This is an optimization exercise on Yosys and OpenROAD, whose aim is a short achievable clock period and few clock cycles, not a production implementation. No functional check of the RTL was part of any run shown here. Power figures rest on the tool's default switching activity, not on a simulated workload.

===== design/flow/flow/run.sh =====
#!/bin/bash
# Layout flow: the standard flow, with synthesis mapping the logic through ABC with a
# delay-oriented script (flow/speed.abc) in place of the default one. Everything else,
# including the registers that synthesis produces, is the standard flow's.
set -euo pipefail
here=$(pwd)
bash standard.sh SYNTH_SCRIPT=$here/flow/synth.tcl finish > $here/standard.log 2>&1

===== design/flow/flow/speed.abc =====
&get -n
&st
&dch
&nf
&put
buffer -c
topo
stime -c
upsize -c
dnsize -c

===== design/flow/flow/synth.tcl =====
# The standard flow's synthesis script, with the ABC mapping script replaced by flow/speed.abc
set ::speed_abc [file join [file dirname [file normalize [info script]]] speed.abc]
proc abc {args} {
  set i [lsearch $args -script]
  lset args [expr {$i + 1}] $::speed_abc
  yosys abc {*}$args
}
source [file join [file dirname [file dirname [file normalize [info script]]]] synth_recipe.tcl]

===== design/flow/standard.sh =====
#!/bin/bash
# synth_recipe.tcl (not shown) runs the flow's synth.tcl, then flattens the netlist and writes it again
# the make line also repeats each setting of config.mk as NAME=value (left out here)
make -C /OpenROAD-flow-scripts/flow DESIGN_CONFIG=/design/flow/config.mk WORK_HOME=/design/flow/orfs CLKGATE_MAP_FILE= SYNTH_SCRIPT=/design/flow/synth_recipe.tcl "${@:-finish}"

===== design/flow/config.mk =====
export PLATFORM = sky130hd
export DESIGN_NAME = datapath
export DESIGN_NICKNAME = datapath
export VERILOG_FILES = /design/flow/design.v
export SDC_FILE = /design/flow/constraint.sdc
export NUM_CORES = 8
export LEC_CHECK = 0
export CAP_MARGIN = 20
export CORE_MARGIN = 2
export CORE_UTILIZATION = 40
export SETUP_SLACK_MARGIN = 3.2
export SLEW_MARGIN = 20

===== design/flow/constraint.sdc =====
create_clock -name core_clock -period 5.8 [get_ports {clock}]
set_input_delay 1.1600 -clock core_clock [delete_from_list [all_inputs] [get_ports {clock}]]
set_output_delay 1.1600 -clock core_clock [all_outputs]
set_load 0.01 [all_outputs]

===== design/flow/design.v =====
module csa64(input [63:0] x, y, z, output [63:0] s, c);
assign s = x ^ y ^ z;
assign c = ((x & y) | (x & z) | (y & z)) << 1;
endmodule
module booth_enc(input [31:0] b, input sgn, output [50:0] dig);
wire [34:0] bx = {{2{sgn & b[31]}}, b, 1'b0};
genvar i;
generate
	for (i = 0; i < 17; i = i + 1) begin : d
		assign dig[3*i]   = bx[2*i] ^ bx[2*i+1];
		assign dig[3*i+1] = (bx[2*i+2] & ~bx[2*i+1] & ~bx[2*i]) | (~bx[2*i+2] & bx[2*i+1] & bx[2*i]);
		assign dig[3*i+2] = bx[2*i+2] & ~(bx[2*i+1] & bx[2*i]);
	end
endgenerate
endmodule
module mul_pp(input [31:0] a, input sgn, input [50:0] dig, output [511:0] rows);
wire [32:0] ax = {sgn & a[31], a};
reg [64*18-1:0] pp;
integer i, j;
reg one, two, neg;
reg [63:0] m;
always @* begin
	pp = {64*18{1'b0}};
	for (i = 0; i < 17; i = i + 1) begin
		one = dig[3*i];
		two = dig[3*i+1];
		neg = dig[3*i+2];
		m = 64'b0;
		for (j = 0; j < 64; j = j + 1)
			m[j] = (one & ((j < 33) ? ax[j] : ax[32])) | (two & ((j == 0) ? 1'b0 : (j < 34) ? ax[j-1] : ax[32]));
		m = {64{neg}} ^ m;
		pp[64*i +: 64] = m << (2*i);
		pp[64*17 + 2*i] = neg;
	end
end
wire [64*12-1:0] t;
genvar k;
generate
	for (k = 0; k < 6; k = k + 1) begin : l1
		csa64 c(.x(pp[64*(3*k) +: 64]), .y(pp[64*(3*k+1) +: 64]), .z(pp[64*(3*k+2) +: 64]), .s(t[64*(2*k) +: 64]), .c(t[64*(2*k+1) +: 64]));
	end
	for (k = 0; k < 4; k = k + 1) begin : l2
		csa64 c(.x(t[64*(3*k) +: 64]), .y(t[64*(3*k+1) +: 64]), .z(t[64*(3*k+2) +: 64]), .s(rows[128*k +: 64]), .c(rows[128*k+64 +: 64]));
	end
endgenerate
endmodule
module mul_red(input [511:0] rows, output [191:0] out);
wire [63:0] u0, u1, u2, u3, u4, u5, v0, v1, v2, v3;
csa64 c0(.x(rows[0 +: 64]), .y(rows[64 +: 64]), .z(rows[128 +: 64]), .s(u0), .c(u1));
csa64 c1(.x(rows[192 +: 64]), .y(rows[256 +: 64]), .z(rows[320 +: 64]), .s(u2), .c(u3));
assign u4 = rows[384 +: 64];
assign u5 = rows[448 +: 64];
csa64 c2(.x(u0), .y(u1), .z(u2), .s(v0), .c(v1));
csa64 c3(.x(u3), .y(u4), .z(u5), .s(v2), .c(v3));
wire [63:0] w0, w1;
csa64 c4(.x(v0), .y(v1), .z(v2), .s(w0), .c(w1));
assign out = {v3, w1, w0};
endmodule
module mul_fin(input [191:0] rows, output [32:0] lo, output [31:0] hi0, hi1);
wire [63:0] s, c;
csa64 c0(.x(rows[0 +: 64]), .y(rows[64 +: 64]), .z(rows[128 +: 64]), .s(s), .c(c));
assign lo = {1'b0, s[31:0]} + {1'b0, c[31:0]};
assign hi0 = s[63:32] + c[63:32];
wire [32:0] hi1x = {s[63:32], 1'b1} + {c[63:32], 1'b1};
assign hi1 = hi1x[32:1];
endmodule
module datapath (input clock, reset,
		 output [31:0] imem_addr,
		 input  [31:0] imem_rdata,
		 output        dmem_we,
		 output [31:0] dmem_addr, dmem_wdata,
		 input  [31:0] dmem_rdata);
reg [31:0] pc_f;
reg        v_d, pred_d;
reg [31:0] ins_d, pc4_d, btgt_d;
reg        he_rs, he_rt, hm_rs, hm_rt;	 
reg [31:0] rsx_d, rtx_d;		 
reg        mf_d, ldst_d;
reg [31:0] a_e, b_e, sd_e, alt_e;
reg        sld_e, lta_e, ltb_e;
reg        we_e, ld_e, st_e, br_e, brl_e, bne_e, pred_e, mul_e, msg_e;
reg [4:0]  wr_e;
reg        arith_e, sub_e, xp_e, xg_e, xt_e, xn_e, sls_e, slu_e, mhi_e, mlo_e;
reg [31:0] res_m, sd_m;
reg        we_m, ld_m, st_m;
reg [4:0]  wr_m;
reg        bl_m, bne_l, pred_l;
reg [31:0] alt_l, cmpa_l, cmpb_l;
reg [31:0] ma, hi0, hi1;
reg [32:0] lo;
reg [50:0] mdig;
reg        msg, mv1, mv2, mv3;
reg [511:0] mrows8;
reg [191:0] mrows3;
reg [31:0] rf [1:31];
wire stall_d, redirect, redirect_m;
wire [31:0] redirect_pc;
wire [31:0] memval = ld_m ? dmem_rdata : res_m;
wire [31:0] ins_f = imem_rdata;
wire [4:0]  rs_f = ins_f[25:21];
wire [4:0]  rt_f = ins_f[20:16];
wire [31:0] pc4_f = pc_f + 32'd4;
wire [5:0]  op_f = ins_f[31:26];
wire jmp_f = op_f == 6'b000010;
wire beq_f = op_f == 6'b000100;
wire bne_f = op_f == 6'b000101;
wire same_f = rs_f == rt_f;
wire pred_f = (beq_f & (same_f | ins_f[15])) | (bne_f & ~same_f);
wire [17:0] blo_x = {1'b0, pc_f[17:2], 1'b1} + {1'b0, ins_f[15:0], 1'b1};
wire [16:0] blo_f = blo_x[17:1];
wire [13:0] bhi = pc_f[31:18];
reg  [13:0] bhi_inc, bhi_dec;
integer q;
always @* begin
	for (q = 0; q < 14; q = q + 1) begin
		bhi_inc[q] = bhi[q] ^ ((bhi & ((14'd1 << q) - 14'd1)) == ((14'd1 << q) - 14'd1));
		bhi_dec[q] = bhi[q] ^ ((bhi & ((14'd1 << q) - 14'd1)) == 14'd0);
	end
end
wire [13:0] bhi_f = (blo_f[16] == ins_f[15]) ? bhi : blo_f[16] ? bhi_inc : bhi_dec;
wire [31:0] btgt_f = {bhi_f, blo_f[15:0], 2'b00};
wire [31:0] jtgt_f = {pc4_f[31:28], ins_f[25:0], 2'b00};
wire [31:0] npc_f = jmp_f ? jtgt_f : pred_f ? btgt_f : pc4_f;
always @(posedge clock)
begin
	if (reset) pc_f <= 32'b0;
	else if (redirect | stall_d) pc_f <= redirect ? redirect_pc : pc_f;
	else pc_f <= npc_f;
end
assign imem_addr = pc_f;
wire rt0_f = op_f == 6'b000000;
wire [5:0] fn_f = ins_f[5:0];
wire ralu_f = rt0_f & (fn_f == 6'h20 | fn_f == 6'h21 | fn_f == 6'h22 | fn_f == 6'h23 | fn_f == 6'h24 |
		       fn_f == 6'h25 | fn_f == 6'h26 | fn_f == 6'h01 | fn_f == 6'h2a | fn_f == 6'h2b);
wire mul_f = rt0_f & (fn_f == 6'h18 | fn_f == 6'h19);
wire ialu_f = op_f == 6'h08 | op_f == 6'h09 | op_f == 6'h0a | op_f == 6'h0b | op_f == 6'h0c |
	      op_f == 6'h0d | op_f == 6'h0e;
wire urs_f = ralu_f | mul_f | ialu_f | op_f == 6'h23 | op_f == 6'h2b;
wire urt_f = ralu_f | mul_f;
wire mf_f = rt0_f & (fn_f == 6'h10 | fn_f == 6'h12);
reg [31:0] rsx_f, rtx_f;
integer z;
always @* for (z = 0; z < 32; z = z + 1) begin
	rsx_f[z] = (rs_f == z) && (z != 0);
	rtx_f[z] = (rt_f == z) && (z != 0);
end
wire [5:0] op = ins_d[31:26];
wire [5:0] fn = ins_d[5:0];
wire [4:0] rs = ins_d[25:21];
wire [4:0] rt = ins_d[20:16];
wire [4:0] rd = ins_d[15:11];
wire rtype = op == 6'b000000;
wire f_add  = rtype & (fn == 6'h20 | fn == 6'h21);
wire f_sub  = rtype & (fn == 6'h22 | fn == 6'h23);
wire f_and  = rtype & fn == 6'h24;
wire f_or   = rtype & fn == 6'h25;
wire f_xor  = rtype & fn == 6'h26;
wire f_xnor = rtype & fn == 6'h01;
wire f_slt  = rtype & fn == 6'h2a;
wire f_sltu = rtype & fn == 6'h2b;
wire f_hi   = rtype & fn == 6'h10;
wire f_lo   = rtype & fn == 6'h12;
wire f_mul  = rtype & (fn == 6'h18 | fn == 6'h19);
wire i_add  = op == 6'h08 | op == 6'h09;
wire i_slt  = op == 6'h0a;
wire i_sltu = op == 6'h0b;
wire i_and  = op == 6'h0c;
wire i_or   = op == 6'h0d;
wire i_xor  = op == 6'h0e;
wire i_lui  = op == 6'h0f;
wire i_lw   = op == 6'h23;
wire i_sw   = op == 6'h2b;
wire i_beq  = op == 6'h04;
wire i_bne  = op == 6'h05;
wire i_br   = i_beq | i_bne;
wire r_alu  = f_add | f_sub | f_and | f_or | f_xor | f_xnor | f_slt | f_sltu;
wire i_alu  = i_add | i_slt | i_sltu | i_and | i_or | i_xor;
wire use_imm = i_alu | i_lui | i_lw | i_sw;
wire sub_d  = f_sub | f_slt | f_sltu | i_slt | i_sltu;
wire [4:0] wr_d = rtype ? rd : rt;
wire we_d = (r_alu | f_hi | f_lo | i_alu | i_lui | i_lw) & (wr_d != 5'b0);
wire zext = i_and | i_or | i_xor;
wire [31:0] imm_d = i_lui ? {ins_d[15:0], 16'b0} : {{16{ins_d[15] & ~zext}}, ins_d[15:0]};
wire hit_e_rs = he_rs & we_e;
wire hit_e_rt = he_rt & we_e;
reg [31:0] rf_rs, rf_rt;
integer y;
always @* begin
	rf_rs = 32'b0;
	rf_rt = 32'b0;
	for (y = 1; y < 32; y = y + 1) begin
		rf_rs = rf_rs | ({32{rsx_d[y]}} & rf[y]);
		rf_rt = rf_rt | ({32{rtx_d[y]}} & rf[y]);
	end
end
wire [31:0] v_rs = (hm_rs & we_m) ? memval : rf_rs;
wire [31:0] v_rt = (hm_rt & we_m) ? memval : rf_rt;
wire ld_use = ldst_d & we_e;
wire mf_wait = mf_d & (mul_e | mv1 | mv2);
assign stall_d = v_d & (ld_use | mf_wait);
wire go_d = v_d & ~stall_d & ~redirect;
always @(posedge clock)
begin
	if (reset | redirect) v_d <= 1'b0;
	else if (~stall_d) v_d <= 1'b1;
	ldst_d <= ~stall_d & v_d & i_lw & ((wr_d == rs_f & urs_f) | (wr_d == rt_f & urt_f));
	if (stall_d) begin
		hm_rs <= wr_e == rs;
		hm_rt <= wr_e == rt;
	end else begin
		ins_d <= ins_f;
		pc4_d <= pc4_f;
		btgt_d <= btgt_f;
		pred_d <= pred_f;
		rsx_d <= rsx_f;
		rtx_d <= rtx_f;
		mf_d <= mf_f;
		he_rs <= wr_d == rs_f;
		he_rt <= wr_d == rt_f;
		hm_rs <= wr_e == rs_f;
		hm_rt <= wr_e == rt_f;
	end
end
wire [31:0] res_e;
wire fb_d = hit_e_rt & ~use_imm;
wire [31:0] v_b = use_imm ? imm_d : v_rt;
wire [31:0] bpre = sub_d ? ~v_b : v_b;
wire fbp = fb_d & ~sub_d;
wire fbn = fb_d & sub_d;
always @(posedge clock)
begin
	if (reset) begin
		we_e <= 1'b0; ld_e <= 1'b0; st_e <= 1'b0; br_e <= 1'b0; mul_e <= 1'b0;
	end else begin
		we_e <= go_d & we_d;
		ld_e <= go_d & i_lw;
		st_e <= go_d & i_sw;
		br_e <= go_d & i_br;
		mul_e <= go_d & f_mul;
	end
	wr_e <= wr_d;
	bne_e <= i_bne;
	msg_e <= ~fn[0];
	pred_e <= pred_d;
	alt_e <= pred_d ? pc4_d : btgt_d;
	a_e <= i_lui ? 32'b0 : hit_e_rs ? res_e : v_rs;
	b_e <= fbp ? res_e : fbn ? ~res_e : bpre;
	sd_e <= hit_e_rt ? res_e : v_rt;
	sld_e <= hit_e_rt & ld_e;
	lta_e <= hit_e_rs & ld_e;
	ltb_e <= hit_e_rt & ld_e;
	brl_e <= ld_e & (hit_e_rs | hit_e_rt);
	arith_e <= f_add | i_add | i_lw | i_sw | f_sub;
	sub_e <= sub_d;
	xp_e <= f_add | i_add | i_lw | i_sw | f_sub | f_xor | i_xor;
	xg_e <= f_and | i_and;
	xt_e <= f_or | i_or | i_lui;
	xn_e <= f_xnor;
	sls_e <= f_slt | i_slt;
	slu_e <= f_sltu | i_sltu;
	mhi_e <= f_hi;
	mlo_e <= f_lo;
end
wire [31:0] a = a_e;
wire [31:0] b = b_e;	 
wire [31:0] g0 = a & b;
wire [31:0] t0 = a | b;
wire [31:0] p0 = a ^ b;
wire [31:0] hi = lo[32] ? hi1 : hi0;
wire [31:0] x = ({32{xp_e}} & p0) | ({32{xg_e}} & g0) | ({32{xt_e}} & t0) | ({32{xn_e}} & ~p0)
	      | ({32{mhi_e}} & hi) | ({32{mlo_e}} & lo[31:0]);
reg [31:0] g, p, gn, pn;
integer i, l;
always @* begin
	g = g0; p = t0;
	g[0] = g0[0] | (t0[0] & sub_e);
	for (l = 1; l < 32; l = l * 2) begin
		gn = g; pn = p;
		for (i = l; i < 32; i = i + 1) begin
			gn[i] = g[i] | (p[i] & g[i-l]);
			pn[i] = p[i] & p[i-l];
		end
		g = gn; p = pn;
	end
end
wire [31:0] c = {g[30:0], sub_e};
wire [31:0] r = x ^ (c & {32{arith_e}});
wire lt = (sls_e & (p0[31] ? ~g[30] : a[31])) | (slu_e & ~g[31]);
assign res_e = {r[31:1], r[0] | lt};
wire eq = a_e == b_e;
wire taken_e = bne_e ^ eq;
wire redirect_e = br_e & ~brl_e & (taken_e != pred_e);
wire eq_l = cmpa_l == cmpb_l;
assign redirect_m = bl_m & ((bne_l ^ eq_l) != pred_l);
assign redirect = redirect_m | redirect_e;
assign redirect_pc = redirect_m ? alt_l : alt_e;
always @(posedge clock)
begin
	if (reset) begin
		we_m <= 1'b0; ld_m <= 1'b0; st_m <= 1'b0; bl_m <= 1'b0;
	end else begin
		we_m <= we_e & ~redirect_m;
		ld_m <= ld_e & ~redirect_m;
		st_m <= st_e & ~redirect_m;
		bl_m <= br_e & brl_e & ~redirect_m;
	end
	wr_m <= wr_e;
	res_m <= res_e;
	sd_m <= sld_e ? dmem_rdata : sd_e;
	bne_l <= bne_e;
	pred_l <= pred_e;
	alt_l <= alt_e;
	cmpa_l <= lta_e ? dmem_rdata : a_e;
	cmpb_l <= ltb_e ? dmem_rdata : b_e;
end
wire [50:0] dig;
wire [511:0] rows8;
wire [191:0] rows3;
wire [32:0] plo;
wire [31:0] phi0, phi1;
booth_enc menc(.b(b_e), .sgn(msg_e), .dig(dig));
mul_pp  mpp(.a(ma), .sgn(msg), .dig(mdig), .rows(rows8));
mul_red mrd(.rows(mrows8), .out(rows3));
mul_fin mfn(.rows(mrows3), .lo(plo), .hi0(phi0), .hi1(phi1));
always @(posedge clock)
begin
	if (reset) begin
		mv1 <= 1'b0; mv2 <= 1'b0; mv3 <= 1'b0;
	end else begin
		mv1 <= mul_e & ~redirect_m;
		mv2 <= mv1;
		mv3 <= mv2;
	end
	if (mul_e) begin
		ma <= a_e;
		mdig <= dig;
		msg <= msg_e;
	end
	if (mv1) mrows8 <= rows8;
	if (mv2) mrows3 <= rows3;
	if (mv3) begin
		lo <= plo;
		hi0 <= phi0;
		hi1 <= phi1;
	end
end
assign dmem_addr = res_m;
assign dmem_wdata = sd_m;
assign dmem_we = st_m;
integer k;
always @(posedge clock)
begin
	if (reset) begin
		for (k = 1; k < 32; k = k + 1) rf[k] <= 32'b0;
	end else if (we_m) begin
		rf[wr_m] <= memval;
	end
end
endmodule

==> results list, run 1 <==
- The flow ran to the end and the layout has no timing, DRC or antenna violations.
* Net switching power of the design: 9.94 mW
- Buf+Inv Stages, Crit Path: 2
- The largest single stage delay on the critical path is 0.57 ns.
- Number of unique standard cell types used by synthesis: 90
- Core footprint: 0.294 mm2
- The worst register-to-register path ends at b_e[21]$_DFF_P_.
- Starting density of the core: 40.2%
- Dominant cell type by area after synthesis: edfxtp_1
* Power Dens Cells: 258 mW/mm2
- Category of the worst setup path launch point: register
- Clock tree root driver cell: clkbuf_16
- The final hold violation count is 0.
* Portion of total power attributed to sequential cells: 47.5%
* Detail-routed via count per cell: 6.40
- After synthesis, the share of flip-flops with an asynchronous set or reset is 0%.
- The clock drives 2,196 sinks.
* Cells on worst reg2reg path: 10
* TritonCTS clock tree: built
- Placer Congestion: 1.01
- Standby leakage power: 53.4 nW
- The floorplan has 199 rows.
* Worst-case clock skew: 0.117 ns
- Of the cells placed in the final design, the portion with a size suffix greater than 1 is 25.6%.
- In this run the horizontal extent of the chip is 548 um.
* Count of final setup violators: 0
- Maximum number of pins on one net before global-route repair: 124
- Average routed wire per standard cell: 33.2 um
- The worst-case IR drop observed on VDD is 0.000284 V.
- The routed design has 491,000 um of wire.
- Die height: 548 um
- In this run the remaining antenna-violating nets after routing total 0.
- Hold WC Path Type: register to register
* Cell count of the worst hold path: 0
* Power share of the combinational group: 10.3%
- Global routing used 46.1% of the available met2 tracks.
- The clock passes through at most 4 buffers.
- Clock latency of the later-clocked register in the worst-skew pair: 1.00 ns
- Switching portion of total power: 26.0%
* Maximum operating frequency: 305 MHz
- I/O pin count: 163
* Clock transition at the registers of the reported paths: 0.06 ns
* Wire length of the first global-routing pass: 681,000 um
* Syn avg cell area: 11.7 um2
- Endpoint class of the critical path: register
* Most heavily used metal layer in global routing: met2
- The clock tree synthesis step divided the H-tree into 4 levels.
* Number of flops mapped to enable cells by yosys: 1,832
* Period Utilization, post-route: 56.5%
* Destination of the worst hold path: alt_l[14]$_DFF_P_
- By area the synthesized netlist is led by edfxtp_1, fa_1, dfxtp_1, a22oi_1, nor2_1.
* Final slew viol count: 0
- Unrepaired setup endpoints after global routing: true
- Largest fanout on the critical path: 2
- After legalization and detailed placement, the total HPWL measured 323,000 um.
- Congestion Overflow GR: 0
* Total vias in the final route: 94,600
- Pint: 28.3 mW
- Synthesis produced 10,100 cells.
* TritonRoute pass-1 iters: 12
- When the netlist entered floorplanning its net count stood at 11,000.
- After detailed routing, the number of remaining DRC violations is 0.
- Summing the sequential cell areas from Yosys gives 52.7% of the chip area.
- End-of-flow core utilization: 50.3%
- Transition time at the pin with the least slew margin: 1.21 ns
- During synthesis, Yosys emitted a total of 2 warnings.
- Counting flops and latches in the post-synthesis netlist gives 2,196.
* Total clock buffers created by CTS: 242
- Net count of the finished layout: 11,500
* GR met1 Demand/Resource: 41.4%
* Critical path class: register to register
* Share of the synthesized area in the top cell type: 46.5%
- The initial antenna violation count came to 33.
* Number of input and output port buffers inserted: 162
- The startpoint identified for the worst hold timing path is alt_e[14]$_DFF_P_.
- The via count of the first global-routing pass was 91,800.
- Max-cap violations: 0
- Met3 usage in global routing: 7.67%
- Relative to the synthesized area, the layout overhead comes to 25.1%.
- Standard cell with the maximum stage delay on the critical path: edfxtp_1
- For this block, the initial DRC count from the detailed router was 18,400.
- Adding up every negative setup slack in the final design gives 0 ns.
* Startpoint of the most critical register-to-register path: rtx_d[8]$_DFFE_PN_
- For the worst setup path, the data required time is 6.65 ns.
- For the finished layout, the period the worst path requires is 3.28 ns.
- In this run the tightest slew margin relative to its limit is 17.6%.
- Critical Path, Cell by Cell: buf_6, buf_6, a222oi_1, nand4_1, a211oi_2, nand4_1, o21ai_4, a22oi_2, a21oi_2, xnor2_1
- For the worst setup path, the data arrival time is 4.13 ns.
- In the synthesized netlist the dominant register cell turns out to be edfxtp_1.
- Across all register-to-register paths, the minimum setup slack is 2.52 ns.
- The die covers 0.300 mm2.
- For this run, the total global-route usage over all layers was measured as 31.3%.
- Clock power share: 42.2%
- Family of cells with the greatest summed delay on the critical path: compound AO/OA/AOI/OAI gates
- The cell area that synthesis handed to floorplanning was 0.118 mm2.
-- worst max path at each step --
stage	start	cells after the start	end	slack [ns]
floorplan	mv1$_SDFF_PP0_	8	hm_rs$_DFF_P_	1.71
global placement	imem_rdata[0]	14	pc_f[31]$_SDFFE_PP0P_	1.09
detailed placement	imem_rdata[0]	14	pc_f[27]$_SDFFE_PP0P_	1.08
CTS	mrows3[72]$_DFFE_PP_	11	lo[28]$_DFFE_PP_	2.74
global route	rtx_d[8]$_DFFE_PN_	10	b_e[21]$_DFF_P_	2.57
finish	rtx_d[8]$_DFFE_PN_	10	b_e[21]$_DFF_P_	2.52
-- cell families after synthesis --
logic type | count (synthesis) | synth area share, %
AO/OA/AOI/OAI | 2263 | 14.0
adder cells (fa/ha/maj) | 834 | 12.5
XOR/XNOR | 848 | 6.29
multiplexers | 112 | 1.01
flip-flops | 2196 | 52.7
buffers and inverters | 1405 | 4.49
other | 1 | 0.00317
AND/OR/NAND/NOR | 2457 | 9.08
-- layout by cell type (no fill, tap or decap), types with 258 or more instances in the layout --
| cell | Yosys | layout |
|---|---|---|
| edfxtp_1 | 1832 | 1832 |
| nor2_1 | 1227 | 1161 |
| a22oi_1 | 785 | 733 |
| buf_4 | 2 | 656 |
| fa_1 | 572 | 542 |
| nand2_1 | 564 | 526 |
| inv_1 | 506 | 450 |
| xnor2_1 | 452 | 418 |
| a222oi_1 | 410 | 410 |
| xor2_1 | 395 | 370 |
| buf_6 | 1 | 263 |
| clkbuf_16 | 0 | 258 |
-- state kept, by name, summed over array words and instances, names as in the netlist, 32 cells and up --
signal	flops
alt_l	32
mrows8	336
res_m	32
sd_m	32
a_e	32
pc4_d	32
rf	992
ma	32
mdig	50
cmpa_l	32
hi0	32
alt_e	32
lo	33
sd_e	32
pc_f	32
hi1	32
cmpb_l	32
mrows3	164
b_e	32
ins_d	32
-- layout make-up --
| type | instances | area [um2] |
|---|---|---|
| tap | 3919 | 4900 |
| multi-input combinational | 6525 | 58200 |
| fill | 25100 | 146000 |
| antenna | 16 | 40.0 |
| timing repair buffer | 1167 | 11900 |
| sequential | 2196 | 62700 |
| clock buffer | 306 | 6570 |
| inverter | 508 | 1950 |
| clock inverter | 148 | 1600 |
-- synth_stat cells (13+ instances only) --
cell and instances:
edfxtp_1 1832, nor2_1 1227, clkbuf_1 802, a22oi_1 785, fa_1 572, nand2_1 564, inv_1 506, xnor2_1 452
a222oi_1 410, xor2_1 395, dfxtp_1 364, o21ai_0 354, a21oi_1 318, ha_1 262, nand4_1 197, nand3_1 121
nor3_1 91, a221oi_1 72, buf_1 72, mux2i_1 68, a211oi_1 63, nor4_1 61, nand2b_1 47, a22o_1 45
mux2_2 42, and3_1 39, o31ai_1 36, a31oi_1 34, nor2b_1 29, a21o_1 21, and2_1 20, buf_2 20
o21a_1 19, a221o_1 13
-- metal layers --
layer	wire length, um	vias to the layer above
li1	-	38300
met1	178000	47400
met2	210000	7488
met3	64500	1414
met4	38400	10
met5	69	-
-- per-stage QoR --
step	instances	total power [mW]	setup WS, ns	hold slack [ns]	instance area (um2)
6_report	14800	38.2	2.52	0.298	148000
5_1_grt	14800	39.0	2.57	0.323	148000
4_1_cts	14500	37.8	2.74	0.322	143000
3_5_place_dp	13700	21.3	1.08	0.334	125000
3_3_place_gp	13700	21.2	1.09	0.327	125000
2_1_floorplan	10100	19.7	1.71	0.325	118000
-- worst register-to-register path, delay by kind of cell, from the launching register on --
family | cells | cell delay, ns
buffers and inverters | 2 | 0.33
xor gates and xnor gates | 1 | 0.12
and+or+nand+nor | 2 | 0.87
DFF | 1 | 0.57
AOI/OAI and AO/OA | 5 | 1.31
-- power groups by stage --
stage	combinational [mW]	clock, mW	sequential (mW)
global placement	2.82	0	18.4
global route	4.05	16.8	18.2
CTS	3.53	16.2	18.1
detailed placement	2.83	0	18.4
finish	3.94	16.1	18.1
floorplan	1.45	0	18.2
-- timing repair --
action	in CTS	in global routing
endpoints found under the setup margin	1874	859
gates cloned	25	12
pin swaps	375	469
hold buffers	0	0
gates resized for setup	1881	738
buffers inserted	371	240
==> run 2, diff against run 1 <==
==> design/flow/run.sh (new file) <==
#!/bin/bash
# synth_recipe.tcl (not shown) runs the flow's synth.tcl, then flattens the netlist and writes it again
# the make line also repeats each setting of config.mk as NAME=value (left out here)
make -C /OpenROAD-flow-scripts/flow DESIGN_CONFIG=/design/flow/config.mk WORK_HOME=/design/flow/orfs CLKGATE_MAP_FILE= SYNTH_SCRIPT=/design/flow/synth_recipe.tcl finish
removed: design/flow/flow/run.sh
removed: design/flow/flow/speed.abc
removed: design/flow/flow/synth.tcl
removed: design/flow/standard.sh
==> run 2 against run 1 <==
- highest routed layer unchanged
- via count is 6.9% higher
- critical path type is now register to primary output
- sequential share of layout area is 0.33 points higher
- final area is 0.81% lower
- largest power group unchanged
- critical endpoint is now imem_addr[31]
- largest cell class unchanged
==> results list, run 2 <==
- Largest register by flop count: rf
- Number of H-tree levels: 4 (unchanged)
* Standby leakage power: 52.7 nW (-1.2%)
* Die height: 549 um (+0.20%)
* Critical path class: register to primary output
* Most common cell after layout, fill and taps aside: edfxtp_1
- The number of sinks driven by the clock tree was 2,196 (unchanged).
- Starting density of the core: 40.1% (-0.11 points)
- Cells on worst reg2reg path: 12 (+2)
- Adder-cell share of the synthesized area: 12.4% (-0.050 points)
* Wire length of the first global-routing pass: 777,000 um (+14%)
- The fraction of registers with async set or reset after synthesis is 0% (unchanged).
* TritonRoute pass-1 iters: 11 (-1)
- Sequential fraction of the synthesis area: 52.5% (-0.21 points)
* Final Hold Violating Endpoints: 0 (unchanged)
- I/O pin count: 163 (unchanged)
- The data required time at the worst endpoint is 4.64 ns (-2.01 ns).
* Clock Tree Buf Depth: 4 (unchanged)
- Maximum number of pins on one net before global-route repair: 171 (+38%)
- The count of mapped cells out of synthesis was 10,100 (-0.42%).
- Number of remaining DRC errors: 0 (unchanged)
* Transition time at the pin with the least slew margin: 1.24 ns (+0.0250 ns)
- The net count reported at finish was 11,400 (-0.94%).
* Worst-case clock skew: 0.161 ns (+0.0437 ns)
* Stages on the worst setup path: 1 (-9)
- The share of synthesized cell area in and, or, nand and nor gates is 8.32% (-0.76 points).
- The final instance count without filler cells is 14,700 (-0.44%).
- Family of cells with the greatest summed delay on the critical path: buffers and inverters
* Ys flop type: edfxtp_1
- The worst slack at placement is 0.854 ns (-0.222 ns).
- The worst max-slew margin expressed relative to the limit came to 17.5% (-0.065 points).
- The power per unit of standard cell area came to 263 mW/mm2 (+1.7%).
- Average routed wire per standard cell: 39.4 um (+19%)
- Sorting the synthesized cells by how often they occur yields edfxtp_1, nor2_1, a22oi_1, clkbuf_1, fa_1.
- The via count of the routed design is 101,000 (+6.9%).
- Clock transition at the registers of the reported paths: 0.06 ns (about the same)
* Synth-to-Final Area Change: 23.5%
* Final design instance area without fill: 0.147 mm2 (-0.81%)
* HPWL after detailed placement: 343,000 um (+6.4%)
- Endpoint class of the critical path: primary output
- Run status: complete, no violations
- Syn. warnings: 2 (unchanged)
- Among all stages on the critical path, the largest delay is contributed by clkdlybuf4s50_1.
- The clock latency on the worst-skew pair is 1.04 ns (+0.04 ns).
* Flip-flop and latch count after synthesis: 2,196 (unchanged)
- The share of Yosys cell area claimed by the top area cell type came to 46.3% (-0.19 points).
- Die span in x: 549 um (+0.20%)
- STA classifies the critical path startpoint as a register.
- The critical path arrival is 2.11 ns (-2.02 ns).
- The share of the synthesized area in compound gates (AO/OA/AOI/OAI) is 14.9% (+0.89 points).
- The highest attainable clock frequency is 305 MHz (+0.15%).
- Post-synth design cell area: 0.119 mm2 (+0.40%)
- The number of failing setup endpoints in the final timing report was 0 (unchanged).
- The mean instance size in the synthesized netlist is 11.8 um2 (+0.82%).
* Registers with the most flip-flops: rf (992), mrows8 (336), mrows3 (164)
* Most frequent cells in the layout: edfxtp_1, nor2_1, a22oi_1, buf_4, fa_1
- Final slew viol count: 0 (unchanged)
* Post-layout worst setup margin: 2.53 ns (+0.00487 ns)
* Max incr delay on CP: 0.61 ns (+0.04 ns)
- TritonCTS built the clock tree.
- The global route total overflow came to 0 (unchanged).
- Share of layout cells above drive strength 1: 24.1% (-1.5 points)
- Number of nets with antenna violations after detailed routing: 0 (unchanged)
* Cell count of the worst hold path: 0 (unchanged)
- Number of flops mapped to enable cells by yosys: 1,832 (unchanged)
- Buf+Inv Stages, Crit Path: 1 (-1)
- The number of buffers inserted by port buffering was 162 (unchanged).
* Largest fanout on the critical path: 4 (+2)
- The count of fill cells added during filler insertion was 25,600 (+1.9%).
- Most frequent cell after synthesis: edfxtp_1
- Area contributors post-synth: edfxtp_1, fa_1, dfxtp_1, a22oi_1, nor2_1
* Largest family of logic cells by synthesized area: compound AO/OA/AOI/OAI gates
* Final hold slack: 0.353 ns (+0.0549 ns)
- Unrepaired setup endpoints after global routing: true
- Detail-routed via count per cell: 6.87 (+7.4%)
* Critical Path, Cell by Cell: clkdlybuf4s50_1
* Number of cells in the design after placement: 13,700 (+0.095%)
* Placer Congestion: 0.990 (-2.2%)
- Final total negative setup slack: 0 ns (unchanged)
- Flip-flop count of the largest register, all copies and words added: 992 (unchanged)
* Multiplexer share of the synthesized area: 1.33% (+0.32 points)
* Global-route usage over all layers: 37.0% (+5.7 points)
- The initial antenna violation count is 37 (+12%).
- Instance area at placement: 0.126 mm2 (+0.75%)
* Clock tree root driver cell: clkbuf_16
* Total clock buffers created by CTS: 242 (unchanged)
* Dominant cell type by area after synthesis: edfxtp_1
* Floorplan row count: 200 (+0.50%)
* Hold_buf cts: 0 (unchanged)
- Max-cap violations: 0 (unchanged)
- Highest ir drop seen on vdd: 0.000296 V (+4.1%)
* Period Utilization, post-route: 56.5% (-0.084 points)
- Hold WC Path Type: register to register
- Overall routed net length: 580,000 um (+18%)
- Minimum period implied by the final worst setup slack: 3.27 ns (-0.00487 ns)
- The placeable core region was 0.296 mm2 (+0.67%).
* Via count of the first global-routing pass: 95,600 (+4.2%)
- Die area: 0.301 mm2 (+0.40%)
- The number of nets produced by synthesis was 11,000 (-0.38%).
- Number of unique standard cell types used by synthesis: 93 (+3.3%)
* Xor-xnor portion of the synthesized cell area: 6.24% (-0.047 points)
* First-iteration detailed-routing DRC count: 20,200 (+9.7%)
==> run 2: report_power, final <==
group          switching, mW  total (mW)  internal (mW)
Clock                   7.04        16.4           9.36
Sequential             0.546        18.2           17.6
Combinational           2.62        3.98           1.37
Total                   10.2        38.6           28.3
==> run 2: logic make-up after synthesis <==
group,count (synthesis)
flops,2196
buf+inv,1370
fa+ha+maj,834
other cells,1
xor+xnor,845
simple gates,2285
compound gates,2394
mux,149
==> run 2: path summary, 6_finish.rpt <==
path | slack, ns | start | end
setup / recovery | 2.53 | pc_f[31]$_SDFFE_PP0P_ | imem_addr[31]
hold / removal | 0.35 | alt_e[31]$_DFF_P_ | alt_l[31]$_DFF_P_
setup reg to reg | 2.55 | b_e[8]$_DFF_P_ | b_e[24]$_DFF_P_
hold reg to reg | 0.35 | alt_e[31]$_DFF_P_ | alt_l[31]$_DFF_P_
==> run 2: layout make-up <==
type | count | area [um2] | share of cell area, %
antenna | 43 | 108 | 0.0733
clock buffer | 309 | 6660 | 4.54
clock inverter | 142 | 1590 | 1.08
inverter | 483 | 1890 | 1.29
multi-input combinational | 6518 | 57600 | 39.2
sequential | 2196 | 62700 | 42.7
tap | 3939 | 4930 | 3.36
timing repair buffer | 1090 | 11300 | 7.68
==> run 2: routing by layer <==
metal	global-route usage, %	share of wire (%)
met1	47.4	35
met5	1.25	0.16
met2	50.3	39
met3	16.3	16
met4	24.4	9.1
==> run 2: metrics by stage <==
stage | total power [mW] | utilization (%)
2_1_floorplan | 19.6 | -
3_3_place_gp | 21.3 | 42.5
3_5_place_dp | 21.3 | 42.5
4_1_cts | 38.1 | 48.3
5_1_grt | 39.1 | 49.5
6_report | 38.6 | 49.6
==> run 2: timing repair <==
item	CTS	global route
buffers inserted	385	135
resized for setup	1847	513
pin swaps	320	282
setup endpoints to repair	1643	1093
gates cloned	20	7
==> run 3, diff against run 2 <==
--- a/design/flow/design.v
+++ b/design/flow/design.v
@@ -58,5 +58,8 @@
 endmodule
-module mul_fin(input [191:0] rows, output [32:0] lo, output [31:0] hi0, hi1);
-wire [63:0] s, c;
+module mul_red3(input [191:0] rows, output [63:0] s, c);
 csa64 c0(.x(rows[0 +: 64]), .y(rows[64 +: 64]), .z(rows[128 +: 64]), .s(s), .c(c));
+endmodule
+module mul_fin(input [127:0] rows, output [32:0] lo, output [31:0] hi0, hi1);
+wire [63:0] s = rows[63:0];
+wire [63:0] c = rows[127:64];
 assign lo = {1'b0, s[31:0]} + {1'b0, c[31:0]};
@@ -74,5 +77,6 @@
 reg        v_d, pred_d;
-reg [31:0] ins_d, pc4_d, btgt_d;
+reg [31:0] ins_d, pc4_d, rsv_d, rtv_d;
+reg [16:0] blo_d;
+reg [13:0] pch_d;
 reg        he_rs, he_rt, hm_rs, hm_rt;	 
-reg [31:0] rsx_d, rtx_d;		 
 reg        mf_d, ldst_d;
@@ -80,3 +84,3 @@
 reg        sld_e, lta_e, ltb_e;
-reg        we_e, ld_e, st_e, br_e, brl_e, bne_e, pred_e, mul_e, msg_e;
+reg        we_e, ld_e, st_e, br_e, brl_e, bne_e, pred_e, mul_e, msg_e, kill_e;
 reg [4:0]  wr_e;
@@ -88,2 +92,5 @@
 reg [31:0] alt_l, cmpa_l, cmpb_l;
+reg [31:0] wd_w;
+reg        we_w;
+reg [4:0]  wr_w;
 reg [31:0] ma, hi0, hi1;
@@ -91,5 +98,6 @@
 reg [50:0] mdig;
-reg        msg, mv1, mv2, mv3;
+reg        msg, mv1, mv2, mv3, mv4;
 reg [511:0] mrows8;
 reg [191:0] mrows3;
+reg [127:0] mrows2;
 reg [31:0] rf [1:31];
@@ -107,16 +115,6 @@
 wire same_f = rs_f == rt_f;
-wire pred_f = (beq_f & (same_f | ins_f[15])) | (bne_f & ~same_f);
 wire [17:0] blo_x = {1'b0, pc_f[17:2], 1'b1} + {1'b0, ins_f[15:0], 1'b1};
 wire [16:0] blo_f = blo_x[17:1];
-wire [13:0] bhi = pc_f[31:18];
-reg  [13:0] bhi_inc, bhi_dec;
-integer q;
-always @* begin
-	for (q = 0; q < 14; q = q + 1) begin
-		bhi_inc[q] = bhi[q] ^ ((bhi & ((14'd1 << q) - 14'd1)) == ((14'd1 << q) - 14'd1));
-		bhi_dec[q] = bhi[q] ^ ((bhi & ((14'd1 << q) - 14'd1)) == 14'd0);
-	end
-end
-wire [13:0] bhi_f = (blo_f[16] == ins_f[15]) ? bhi : blo_f[16] ? bhi_inc : bhi_dec;
-wire [31:0] btgt_f = {bhi_f, blo_f[15:0], 2'b00};
+wire [31:0] btgt_f = {pc_f[31:18], blo_f[15:0], 2'b00};
+wire pred_f = ((beq_f & (same_f | ins_f[15])) | (bne_f & ~same_f)) & (blo_f[16] == ins_f[15]);
 wire [31:0] jtgt_f = {pc4_f[31:28], ins_f[25:0], 2'b00};
@@ -140,8 +138,8 @@
 wire mf_f = rt0_f & (fn_f == 6'h10 | fn_f == 6'h12);
-reg [31:0] rsx_f, rtx_f;
-integer z;
-always @* for (z = 0; z < 32; z = z + 1) begin
-	rsx_f[z] = (rs_f == z) && (z != 0);
-	rtx_f[z] = (rt_f == z) && (z != 0);
-end
+wire [31:0] rf_rs = (rs_f == 5'b0) ? 32'b0 : rf[rs_f];
+wire [31:0] rf_rt = (rt_f == 5'b0) ? 32'b0 : rf[rt_f];
+wire [31:0] rsw_f = (we_w & (wr_w == rs_f)) ? wd_w : rf_rs;
+wire [31:0] rtw_f = (we_w & (wr_w == rt_f)) ? wd_w : rf_rt;
+wire [31:0] rsv_f = (we_m & (wr_m == rs_f)) ? memval : rsw_f;
+wire [31:0] rtv_f = (we_m & (wr_m == rt_f)) ? memval : rtw_f;
 wire [5:0] op = ins_d[31:26];
@@ -185,18 +183,8 @@
 wire hit_e_rt = he_rt & we_e;
-reg [31:0] rf_rs, rf_rt;
-integer y;
-always @* begin
-	rf_rs = 32'b0;
-	rf_rt = 32'b0;
-	for (y = 1; y < 32; y = y + 1) begin
-		rf_rs = rf_rs | ({32{rsx_d[y]}} & rf[y]);
-		rf_rt = rf_rt | ({32{rtx_d[y]}} & rf[y]);
-	end
-end
-wire [31:0] v_rs = (hm_rs & we_m) ? memval : rf_rs;
-wire [31:0] v_rt = (hm_rt & we_m) ? memval : rf_rt;
+wire [31:0] v_rs = (hm_rs & we_m) ? memval : rsv_d;
+wire [31:0] v_rt = (hm_rt & we_m) ? memval : rtv_d;
 wire ld_use = ldst_d & we_e;
-wire mf_wait = mf_d & (mul_e | mv1 | mv2);
+wire mf_wait = mf_d & (mul_e | mv1 | mv2 | mv3);
 assign stall_d = v_d & (ld_use | mf_wait);
-wire go_d = v_d & ~stall_d & ~redirect;
+wire go_d = v_d & ~stall_d;
 always @(posedge clock)
@@ -207,2 +195,4 @@
 	if (stall_d) begin
+		rsv_d <= v_rs;
+		rtv_d <= v_rt;
 		hm_rs <= wr_e == rs;
@@ -212,6 +202,7 @@
 		pc4_d <= pc4_f;
-		btgt_d <= btgt_f;
+		blo_d <= blo_f;
+		pch_d <= pc_f[31:18];
 		pred_d <= pred_f;
-		rsx_d <= rsx_f;
-		rtx_d <= rtx_f;
+		rsv_d <= rsv_f;
+		rtv_d <= rtv_f;
 		mf_d <= mf_f;
@@ -226,2 +217,12 @@
 wire [31:0] v_b = use_imm ? imm_d : v_rt;
+reg  [13:0] bhi_inc, bhi_dec;
+integer q;
+always @* begin
+	for (q = 0; q < 14; q = q + 1) begin
+		bhi_inc[q] = pch_d[q] ^ ((pch_d & ((14'd1 << q) - 14'd1)) == ((14'd1 << q) - 14'd1));
+		bhi_dec[q] = pch_d[q] ^ ((pch_d & ((14'd1 << q) - 14'd1)) == 14'd0);
+	end
+end
+wire [13:0] bhi_d = (blo_d[16] == ins_d[15]) ? pch_d : blo_d[16] ? bhi_inc : bhi_dec;
+wire [31:0] btgt_d = {bhi_d, blo_d[15:0], 2'b00};
 wire [31:0] bpre = sub_d ? ~v_b : v_b;
@@ -232,4 +233,6 @@
 	if (reset) begin
+		kill_e <= 1'b0;
 		we_e <= 1'b0; ld_e <= 1'b0; st_e <= 1'b0; br_e <= 1'b0; mul_e <= 1'b0;
 	end else begin
+		kill_e <= redirect;
 		we_e <= go_d & we_d;
@@ -291,3 +294,4 @@
 wire taken_e = bne_e ^ eq;
-wire redirect_e = br_e & ~brl_e & (taken_e != pred_e);
+wire redirect_e = br_e & ~kill_e & ~brl_e & (taken_e != pred_e);
+wire go_e = ~kill_e & ~redirect_m;	 
 wire eq_l = cmpa_l == cmpb_l;
@@ -301,6 +305,6 @@
 	end else begin
-		we_m <= we_e & ~redirect_m;
-		ld_m <= ld_e & ~redirect_m;
-		st_m <= st_e & ~redirect_m;
-		bl_m <= br_e & brl_e & ~redirect_m;
+		we_m <= we_e & go_e;
+		ld_m <= ld_e & go_e;
+		st_m <= st_e & go_e;
+		bl_m <= br_e & brl_e & go_e;
 	end
@@ -318,2 +322,3 @@
 wire [191:0] rows3;
+wire [127:0] rows2;
 wire [32:0] plo;
@@ -323,3 +328,4 @@
 mul_red mrd(.rows(mrows8), .out(rows3));
-mul_fin mfn(.rows(mrows3), .lo(plo), .hi0(phi0), .hi1(phi1));
+mul_red3 mr3(.rows(mrows3), .s(rows2[63:0]), .c(rows2[127:64]));
+mul_fin mfn(.rows(mrows2), .lo(plo), .hi0(phi0), .hi1(phi1));
 always @(posedge clock)
@@ -327,16 +333,16 @@
 	if (reset) begin
-		mv1 <= 1'b0; mv2 <= 1'b0; mv3 <= 1'b0;
+		mv1 <= 1'b0; mv2 <= 1'b0; mv3 <= 1'b0; mv4 <= 1'b0;
 	end else begin
-		mv1 <= mul_e & ~redirect_m;
+		mv1 <= mul_e & go_e;
 		mv2 <= mv1;
 		mv3 <= mv2;
+		mv4 <= mv3;
 	end
-	if (mul_e) begin
-		ma <= a_e;
-		mdig <= dig;
-		msg <= msg_e;
-	end
-	if (mv1) mrows8 <= rows8;
-	if (mv2) mrows3 <= rows3;
-	if (mv3) begin
+	ma <= a_e;
+	mdig <= dig;
+	msg <= msg_e;
+	mrows8 <= rows8;
+	mrows3 <= rows3;
+	mrows2 <= rows2;
+	if (mv4) begin
 		lo <= plo;
@@ -349,2 +355,9 @@
 assign dmem_we = st_m;
+always @(posedge clock)
+begin
+	if (reset) we_w <= 1'b0;
+	else we_w <= we_m;
+	wr_w <= wr_m;
+	wd_w <= memval;
+end
 integer k;
@@ -354,4 +367,4 @@
 		for (k = 1; k < 32; k = k + 1) rf[k] <= 32'b0;
-	end else if (we_m) begin
-		rf[wr_m] <= memval;
+	end else if (we_w) begin
+		rf[wr_w] <= wd_w;
 	end
==> design/flow/flow/run.sh (new file) <==
#!/bin/bash
# Layout flow: the standard flow, with synthesis mapping the logic through ABC with a
# delay-oriented script (flow/speed.abc) in place of the default one. Everything else,
# including the registers that synthesis produces, is the standard flow's.
set -euo pipefail
here=$(pwd)
bash standard.sh SYNTH_SCRIPT=$here/flow/synth.tcl finish > $here/standard.log 2>&1
==> design/flow/flow/speed.abc (new file) <==
&get -n
&st
&dch
&nf
&put
buffer -c
topo
stime -c
upsize -c
dnsize -c
==> design/flow/flow/synth.tcl (new file) <==
# The standard flow's synthesis script, with the ABC mapping script replaced by flow/speed.abc
set ::speed_abc [file join [file dirname [file normalize [info script]]] speed.abc]
proc abc {args} {
  set i [lsearch $args -script]
  lset args [expr {$i + 1}] $::speed_abc
  yosys abc {*}$args
}
source [file join [file dirname [file dirname [file normalize [info script]]]] synth_recipe.tcl]
==> design/flow/standard.sh (new file) <==
#!/bin/bash
# synth_recipe.tcl (not shown) runs the flow's synth.tcl, then flattens the netlist and writes it again
# the make line also repeats each setting of config.mk as NAME=value (left out here)
make -C /OpenROAD-flow-scripts/flow DESIGN_CONFIG=/design/flow/config.mk WORK_HOME=/design/flow/orfs CLKGATE_MAP_FILE= SYNTH_SCRIPT=/design/flow/synth_recipe.tcl "${@:-finish}"
--- a/design/flow/config.mk
+++ b/design/flow/config.mk
@@ -7,3 +7,3 @@
 export LEC_CHECK = 0
-export CAP_MARGIN = 20
+export CAP_MARGIN = 25
 export CORE_MARGIN = 2
removed: design/flow/run.sh
==> run 3 against run 2 <==
- cell count grew 3.1%
- utilization shrank 0.40 points
- global-route usage shrank 6.2 points
- highest routed layer unchanged
- first-iteration DRC count shrank 33%
- hold slack lost 0.034 ns
- final area grew 4.7%
- routed wire length shrank 13%
- largest cell class is now multi-input gates
- power grew 89%
==> results list, run 3 <==
- The worst-case hold slack was 0.318 ns (-0.0344 ns).
- Number of nets with antenna violations after detailed routing: 0 (unchanged)
- The initial DRC count came to 13,500 (-33%).
* Period Utilization, post-route: 52.5% (-4.0 points)
* Average routed wire per standard cell: 33.4 um (-15%)
- The die height came to 565 um (+2.9%).
- The row count was 205 (+2.5%).
* Number of input and output port buffers inserted: 162 (unchanged)
* Registers with the most flip-flops: rf (1024), mrows8 (336), mrows3 (164)
- The commonest cells after synthesis are edfxtp_1, dfxtp_1, and2_1, clkbuf_1, fa_1.
- Power Dens Cells: 474 mW/mm2 (+80%)
- In the synthesized netlist the dominant register cell turns out to be edfxtp_1.
- The worst setup path is captured at a register.
- The highest attainable clock frequency was 329 MHz (+7.6%).
- By instance count, the leading cell after synthesis is edfxtp_1.
- The pin slew with the least headroom to its limit was 1.21 ns (-0.0268 ns).
- The hold buffer count at CTS was 0 (unchanged).
- The register area share after synthesis came to 47.8% (-4.7 points).
- The initial antenna violation count was 38 (+2.7%).
* Clock latency of the later-clocked register in the worst-skew pair: 0.93 ns (-0.11 ns)
* Minimum period implied by the final worst setup slack: 3.04 ns (-0.231 ns)
* Clock tree root driver cell: clkbuf_16
* Hold WC Path Type: register to register
* Detail-routed via count per cell: 6.21 (-9.6%)
- Most frequent cells in the layout: edfxtp_1, and2_1, dfxtp_1, fa_1, a22oi_1
- Count of final setup violators: 0 (unchanged)
- The register bit count reported by yosys is 2,394 (+9.0%).
- Number of remaining DRC errors: 0 (unchanged)
* Post-Synthesis Cells: 10,500 (+4.0%)
* Data required time of the critical path: 6.65 ns (+2.01 ns)
* End-of-flow core utilization: 49.2% (-0.40 points)
* Share of flip-flops with an asynchronous set or reset: 0% (unchanged)
- Number of flops mapped to enable cells by yosys: 1,220 (-33%)
* Number of H-tree levels: 5 (+1)
* Most common cell after layout, fill and taps aside: edfxtp_1
- Synth Net Count: 11,400 (+3.7%)
- Area contributors post-synth: edfxtp_1, dfxtp_1, mux4_2, fa_1, and2_1
- Unrepaired setup endpoints after global routing: true
* Standby leakage power: 58.7 nW (+11%)
* Final slew viol count: 0 (unchanged)
* Clock transition at the registers of the reported paths: 0.07 ns (about the same)
* Placer Congestion: 0.974 (-1.7%)
- Share of layout cells above drive strength 1: 26.3% (+2.2 points)
- The half-perimeter wire length after detailed placement was 314,000 um (-8.7%).
- The die outline area is 0.319 mm2 (+5.9%).
* Category of the worst setup path launch point: register
- The global route total overflow came to 0 (unchanged).
- The number of placed I/O pins is 163 (unchanged).
- The highest net fanout along the worst path was 6 (+2).
* Number of unique standard cell types used by synthesis: 82 (-12%)
- The worst max-slew margin expressed relative to the limit was 18.5% (+0.94 points).
- Final total negative setup slack: 0 ns (unchanged)
- The number of flip-flops under the largest register name came to 1,024 (+3.2%).
- Global-route usage over all layers: 30.9% (-6.2 points)
* Total of fill cells in the finished design: 27,100 (+5.8%)
- Max-cap violations: 0 (unchanged)
- The share of Yosys cell area claimed by the top area cell type was 29.1% (-17 points).
- The number of iterations in the first detailed-routing pass was 10 (-1).
* Wire length of the first global-routing pass: 702,000 um (-9.7%)
- Total vias in the final route: 94,200 (-6.8%)
- The count of yosys warnings during synthesis was 2 (unchanged).
- Highest ir drop seen on vdd: 0.000352 V (+19%)
- The overall power was 72.7 mW (+89%).
- The via count of the first global-routing pass was 94,800 (-0.84%).
* Final Hold Violating Endpoints: 0 (unchanged)
- TritonCTS clock tree: built
- The maximum root-to-sink buffer count came to 4 (unchanged).
- Total clock buffers created by CTS: 272 (+12%)
- The critical path arrival is 3.89 ns (+1.78 ns).
* Syn avg cell area: 12.0 um2 (+1.9%)
- The critical path in this run is classified as register to register.
* Core footprint: 0.312 mm2 (+5.5%)
- Run status: complete, no violations
- The clock skew came to 0.111 ns (-0.0493 ns).
- edfxtp_1 takes more of the synthesized area than any other cell.
- Net count of the finished layout: 11,700 (+2.3%)
* Overall routed net length: 507,000 um (-13%)
- Post-synth design cell area: 0.126 mm2 (+6.0%)
- Maximum number of pins on one net before global-route repair: 97 (-43%)
* Largest register by flop count: rf
- The effective utilization at floorplan was 40.3% (+0.16 points).
* Number of clock sinks seen by CTS: 2,394 (+9.0%)
* Die span in x: 565 um (+2.9%)
* Synth-to-Final Area Change: 22.1%
## run 3: cell types whose count changed after synthesis, sizes merged, moves of 70 or more
cell	change
and2	+981
dfxtp	+810
nor2	-745
edfxtp	-612
mux4	+512
o21ai	+342
a22o	-340
a22oi	-272
a221oi	-248
nand4	-108
a21oi	+101
nand2	-87
nor3	-71
nand3	-70
## run 3: cells by family after synthesis
| group | Yosys count | synth area share [%] |
|---|---|---|
| mux | 591 | 9.83 |
| other cells | 1 | 0.00298 |
| simple gates | 2202 | 9.23 |
| xor+xnor | 874 | 6.08 |
| fa+ha+maj | 834 | 11.7 |
| flops | 2394 | 47.8 |
| buf+inv | 1474 | 4.47 |
| compound gates | 2109 | 10.9 |
## run 3: stage by stage
step / std cells / worst slack [ns] / cell area (um2)
finish: 15200 / 2.76 / 154000
global route: 15200 / 2.66 / 154000
CTS: 15000 / 2.87 / 150000
detailed placement: 14100 / 1.24 / 133000
global placement: 14100 / 0.789 / 132000
floorplan: 10500 / 2.52 / 128000
## run 3: power by group
group / switching, mW / leakage, nW / internal, mW / total, mW
Clock: 7.40 / 4.37 / 10.2 / 17.6
Sequential: 2.34 / 22.5 / 22.0 / 24.3
Combinational: 18.3 / 31.9 / 12.6 / 30.9
Total: 28.0 / 58.7 / 44.7 / 72.7
## run 3: path summary, 6_finish.rpt
check	from	to	slack (ns)	depth (start not counted)
max	a_e[15]$_SDFF_PP0_	pc_f[10]$_SDFFE_PP0P_	2.76	16
min	mrows8[1]$_DFF_P_	mrows3[1]$_DFF_P_	0.32	0
max reg2reg	a_e[15]$_SDFF_PP0_	pc_f[10]$_SDFFE_PP0P_	2.76	16
min reg2reg	mrows8[1]$_DFF_P_	mrows3[1]$_DFF_P_	0.32	0
## run 3: layout make-up
cell class	count	area [um2]	area share (%)
Sequential cell	2394	60600	39.5
Clock buffer	373	7630	4.97
Multi-Input combinational cell	6646	65600	42.7
Tap cell	4140	5180	3.37
Timing Repair inverter	4	98.8	0.0644
Clock inverter	123	1330	0.865
Timing Repair Buffer	947	10900	7.12
Inverter	533	2130	1.39
Antenna cell	14	35.0	0.0228
## run 3: worst max-delay path, stage by stage (launching register included)
cell and delay [ns]:
dfxtp_2 0.35, inv_2 0.05, ha_4 0.25, nor4_4 0.36, nand4_1 0.23, nor3_2 0.21, and4b_2 0.27, buf_12 0.13
a21oi_4 0.18, buf_6 0.13, buf_6 0.10, buf_6 0.09, buf_6 0.10, buf_16 0.12, buf_8 0.12, nand3_1 0.08
a31oi_1 0.17
## run 3: routing by layer
metal  vias up  track usage (%)  share of wire, %
li1      38100                -                 -
met5         -           0.0595             0.016
met3      1564             7.47                11
met2      6588             46.7                44
met4        12             22.1               8.2
met1     48000             38.7                37
## run 3: what timing repair did
action                                  CTS  global route
setup endpoints to repair              1490           986
endpoints found under the hold margin     0             0
resized for setup                      1512           435
gates cloned                             66            24
pin swaps                               188           205
buffers inserted                        280           162
==> run 4, diff against run 3 <==
--- a/design/flow/config.mk
+++ b/design/flow/config.mk
@@ -10,3 +10,3 @@
 export CORE_UTILIZATION = 40
-export SETUP_SLACK_MARGIN = 3.2
+export SETUP_SLACK_MARGIN = 3.5
 export SLEW_MARGIN = 20
==> run 4 against run 3 <==
- sequential cell count unchanged
- final area grew 5.0%
- routed wire length up 4.4%
- synthesized cell count is the same
- count of clock-buffer cells in the layout decreased by 14
- critical path type unchanged
- sequential power hardly changed
- non-clock buffer count rose by 289
- sequential share of layout area fell by 1.8 points
- clock power is essentially flat
- utilization rose by 2.5 points
- register-to-register slack lost 0.10 ns
==> results list, run 4 <==
* Run status: complete, no violations
* Multiplexer share of the synthesized area: 9.83% (unchanged)
- The max-slew violation count was 0 (unchanged).
- The synthesized design spends more area on one cell type than any other, namely edfxtp_1.
- Unrepaired setup endpoints after global routing: true
- Clock Tree Buf Depth: 4 (unchanged)
- The count of buffering cells on the critical path with inverters included was 6 (-2).
- The library cells used most frequently in the layout, excluding fill and tap cells, are edfxtp_1, and2_1, dfxtp_1, buf_4, fa_1.
* Number of remaining DRC errors: 0 (unchanged)
- The residual antenna-violating net count after detailed routing is 0 (unchanged).
- Commonest cells post-synth: edfxtp_1, dfxtp_1, and2_1, clkbuf_1, fa_1
- The post-synthesis instance area was 0.126 mm2 (unchanged).
- Sequential fraction of the synthesis area: 47.8% (unchanged)
- Relative slew slack: 26.0% (+7.6 points)
* Highest ir drop seen on vdd: 0.000360 V (+2.4%)
- Standard cell with the maximum stage delay on the critical path: dfxtp_4
- Start point of the worst min-delay path: alt_e[19]$_DFF_P_
* Met3 usage in global routing: 9.58% (+2.1 points)
- The power per unit of standard cell area was 473 mW/mm2 (about the same).
- Endpoint class of the critical path: register
- Largest register by flop count: rf
- The worst-case hold slack came to 0.316 ns (-0.00270 ns).
- The library cell used most frequently in the layout, excluding fill and tap cells, is edfxtp_1.
- The final estimated routing congestion in global placement is 0.964 (-0.97%).
* Largest family of logic cells by synthesized area: adder cells
- After synthesis, the cell types taking the most area are edfxtp_1, dfxtp_1, mux4_2, fa_1, and2_1.
- The minimum setup slack in the final design came to 2.66 ns (-0.100 ns).
* Number of flops mapped to enable cells by yosys: 1,220 (unchanged)
- Flip-flop count of the largest register, all copies and words added: 1,024 (unchanged)
* Maximum number of pins on one net before global-route repair: 70 (-28%)
* Critical Path, Cell by Cell: inv_6, ha_4, nor4_4, nand4_1, nor3_2, and4b_2, buf_12, a21oi_4, buf_6, buf_6, buf_12, o21ai_4, buf_6, nor2_4, a21oi_2, a21oi_1
- Clock tree root driver cell: clkbuf_16
* Family of cells with the greatest summed delay on the critical path: simple AND/OR/NAND/NOR gates
* Syn. warnings: 2 (unchanged)
* Worst Setup SP: b_e[19]$_DFF_P_
- The register bit count reported by yosys is 2,394 (unchanged).
* Cell count of the worst hold path: 0 (unchanged)
- The pin slew with the least headroom to its limit was 1.11 ns (-0.102 ns).
* Critical path class: register to register
* Hold WC Path Type: register to register
- The initial antenna violation count came to 40 (+5.3%).
- The share of the synthesized area in compound gates (AO/OA/AOI/OAI) was 10.9% (unchanged).
- Category of the worst setup path launch point: register
- Area share of and/or/nand/nor cells after synthesis: 9.23% (unchanged)
- The horizontal die dimension came to 565 um (unchanged).
- Via count of the first global-routing pass: 96,500 (+1.7%)
* Global-route usage over all layers: 32.1% (+1.2 points)
- The number of nets produced by synthesis was 11,400 (unchanged).
* Data required time of the critical path: 6.63 ns (-0.02 ns)
- The final core utilization is 51.6% (+2.5 points).
- Wire length of the first global-routing pass: 726,000 um (+3.4%)
- The die outline area is 0.319 mm2 (unchanged).
- Number of unique standard cell types used by synthesis: 82 (unchanged)
* Average routed wire per standard cell: 34.2 um (+2.4%)
- Post-Synthesis Cells: 10,500 (unchanged)
- Ys flop type: edfxtp_1
- TritonRoute pass-1 iters: 6 (-4)
- The clock skew is 0.0805 ns (-0.0308 ns).
- Number of clock sinks seen by CTS: 2,394 (unchanged)
- Routing usage on met2: 47.0% (+0.28 points)
- The average vias per placed instance was 6.28 (+1.1%).
- The row count came to 205 (unchanged).
* Number of cells in the design after placement: 14,100 (-0.41%)
* Share of layout cells above drive strength 1: 31.9% (+5.6 points)
- I/O pin count: 163 (unchanged)
- Total of fill cells in the finished design: 26,100 (-3.7%)
* Core footprint: 0.312 mm2 (unchanged)
* Stages on the worst setup path: 16 (unchanged)
- Sequential cell area: 0.0607 mm2 (+0.17%)
- Max-cap violations: 0 (unchanged)
- Syn avg cell area: 12.0 um2 (unchanged)
* Most heavily used metal layer in global routing: met2
- The clock latency on the worst-skew pair was 0.95 ns (+0.02 ns).
- Period Utilization, post-route: 54.2% (+1.7 points)
- From synthesis to final layout, the design area changed by 28.2%.
- Maximum operating frequency: 318 MHz (-3.2%)
* Area of combinational cells with multiple inputs: 0.0685 mm2 (+4.4%)
* Net count of the finished layout: 12,000 (+2.6%)
- Total vias in the final route: 97,200 (+3.2%)
- Die height: 565 um (unchanged)
- TritonCTS clock tree: built
* Minimum period implied by the final worst setup slack: 3.14 ns (+0.100 ns)
* Share of the synthesized area in the top cell type: 29.1% (unchanged)
- Crit path arrival time: 3.97 ns (+0.08 ns)
- The number of cells traversed by the worst register-to-register path is 16 (unchanged).
* Adder-cell share of the synthesized area: 11.7% (unchanged)
- Share of flip-flops with an asynchronous set or reset: 0% (unchanged)
- Largest fanout on the critical path: 6 (unchanged)
- Total clock buffers created by CTS: 277 (+1.8%)
* Clock transition at the registers of the reported paths: 0.06 ns (about the same)
* Congestion Overflow GR: 0 (unchanged)
- Number of input and output port buffers inserted: 162 (unchanged)
* Final total negative setup slack: 0 ns (unchanged)
* Filler-free cell count of the finished design: 15,500 (+2.0%)
* Number of H-tree levels: 5 (unchanged)
- The initial DRC count was 14,500 (+7.5%).
* HPWL after detailed placement: 306,000 um (-2.3%)
- Overall routed net length: 530,000 um (+4.4%)
- Final Hold Violating Endpoints: 0 (unchanged)
* Registers with the most flip-flops: rf (1024), mrows8 (336), mrows3 (164)
- Max incr delay on CP: 0.39 ns (+0.03 ns)
- The effective utilization at floorplan is 40.3% (unchanged).
- Count of final setup violators: 0 (unchanged)
- The leakage power total is 61.5 nW (+4.7%).
- The fraction of synthesized cell area in xor and xnor cells came to 6.08% (unchanged).
- Counting stages on the worst path, the most repeated cell is buf_6.
* GR met1 Demand/Resource: 41.7% (+3.0 points)
- Among all cell types in the netlist, the one instantiated most often is edfxtp_1.
- Startpoint of the most critical register-to-register path: b_e[19]$_DFF_P_
- Placement Setup Slack: 1.11 ns (-0.129 ns)
[run 4: cell types whose count changed in the layout (fill, tap and decap cells not counted), sizes merged, moves of 3 or more]
cell,before,now
clkdlybuf4s15,2,5
and3,46,51
clkinvlp,11,15
buf,859,1155
inv,547,553
dlygate4sd2,14,4
diode,14,20
clkinv,82,95
clkbuf,395,384
[run 4: path summary, 6_finish.rpt]
| path | to | slack [ns] |
|---|---|---|
| worst max register to register | pc_f[31]$_SDFFE_PP0P_ | 2.66 |
| worst min register to register | alt_l[19]$_DFF_P_ | 0.32 |
| worst max-delay path | pc_f[31]$_SDFFE_PP0P_ | 2.66 |
| worst min-delay path | alt_l[19]$_DFF_P_ | 0.32 |
[run 4: cell families (layout without fill, tap and decap cells)]
group,count (synthesis),count (layout)
AOI/OAI and AO/OA,2109,2113
xor gates and xnor gates,874,874
adders and majority gates,834,834
buffers and inverters,1474,2276
DFF,2394,2394
muxes,591,591
other,1,21
and+or+nand+nor,2202,2239
[run 4: timing repair]
action,4_1_cts,5_1_grt
buffers inserted,487,271
pin swaps,367,407
endpoints found under the setup margin,2154,1459
gates resized for setup,2204,716
hold buffers,0,0
cloned,107,25
[run 4: power breakdown]
| part | internal, mW | total (mW) | switching [mW] | leakage, nW |
|---|---|---|---|---|
| sequential | 22.0 | 24.2 | 2.25 | 22.5 |
| combinational | 14.5 | 34.4 | 19.9 | 34.6 |
| clock | 10.0 | 17.7 | 7.68 | 4.37 |
| total | 46.5 | 76.4 | 29.8 | 61.5 |
[run 4: per-layer routing]
layer | part of all wire, % | wire [um]
met5 | 0.028 | 148
met4 | 7.4 | 39200
met3 | 13 | 69800
met2 | 43 | 226000
met1 | 37 | 195000
[run 4: area by class of cell]
type	count	area share, %
Sequential cell	2394	37.6
Tap cell	4140	3.21
Multi-Input combinational cell	6652	42.5
Inverter	533	1.33
Antenna cell	20	0.0310
Clock inverter	143	0.901
Timing Repair Buffer	1236	9.69
Timing Repair inverter	5	0.0683
Clock buffer	359	4.64
[run 4: metrics by stage]
step	total power [mW]	instance area (um2)
2_1_floorplan	41.8	129000
3_3_place_gp	51.9	132000
3_5_place_dp	52.4	133000
4_1_cts	73.8	155000
5_1_grt	80.7	161000
6_report	76.4	161000
[run 4: worst reg2reg max path: cells and delay by family, from the launching register on]
kind,cells,cell delay (ns)
simple gates,5,1.32
buf+inv,6,0.68
compound gates,4,0.45
flops,1,0.39
fa+ha+maj,1,0.25

separate check: timing with driven ports:
The flow's constraints put no driver on any port. The routed layouts listed below were extracted and timed again, unchanged, in two steps.
Step 1 sets driving cells, clkbuf_16 on the clock port and buf_2 on the other inputs (assumed; they add their load-dependent delay and slew).
Step 2 times the ports against the registers' clock, not the clock port: input delays grow and output delays shrink by t, the midpoint of the rising clock arrivals with the driver on.
Three values: no drivers, after step 1, after step 2; two values: the first two.
run	shift t [ns]	setup WS [ns]	hold slack, ns
run 1	1.043	2.521 / 2.521 / 1.983	0.298 / 0.298 / 0.298
run 2	1.061	2.525 / 2.421 / 1.546	0.353 / 0.353 / 0.353
run 3	0.995	2.756 / 2.756 / 1.846	0.318 / 0.318 / 0.318
run 4	1.028	2.656 / 2.656 / 1.936	0.316 / 0.316 / 0.316
After both steps setup and hold are still met in every run listed. For run 2, which loses most, drivers alone change the setup slack by -0.104 ns; drivers and shift together by -0.979 ns.
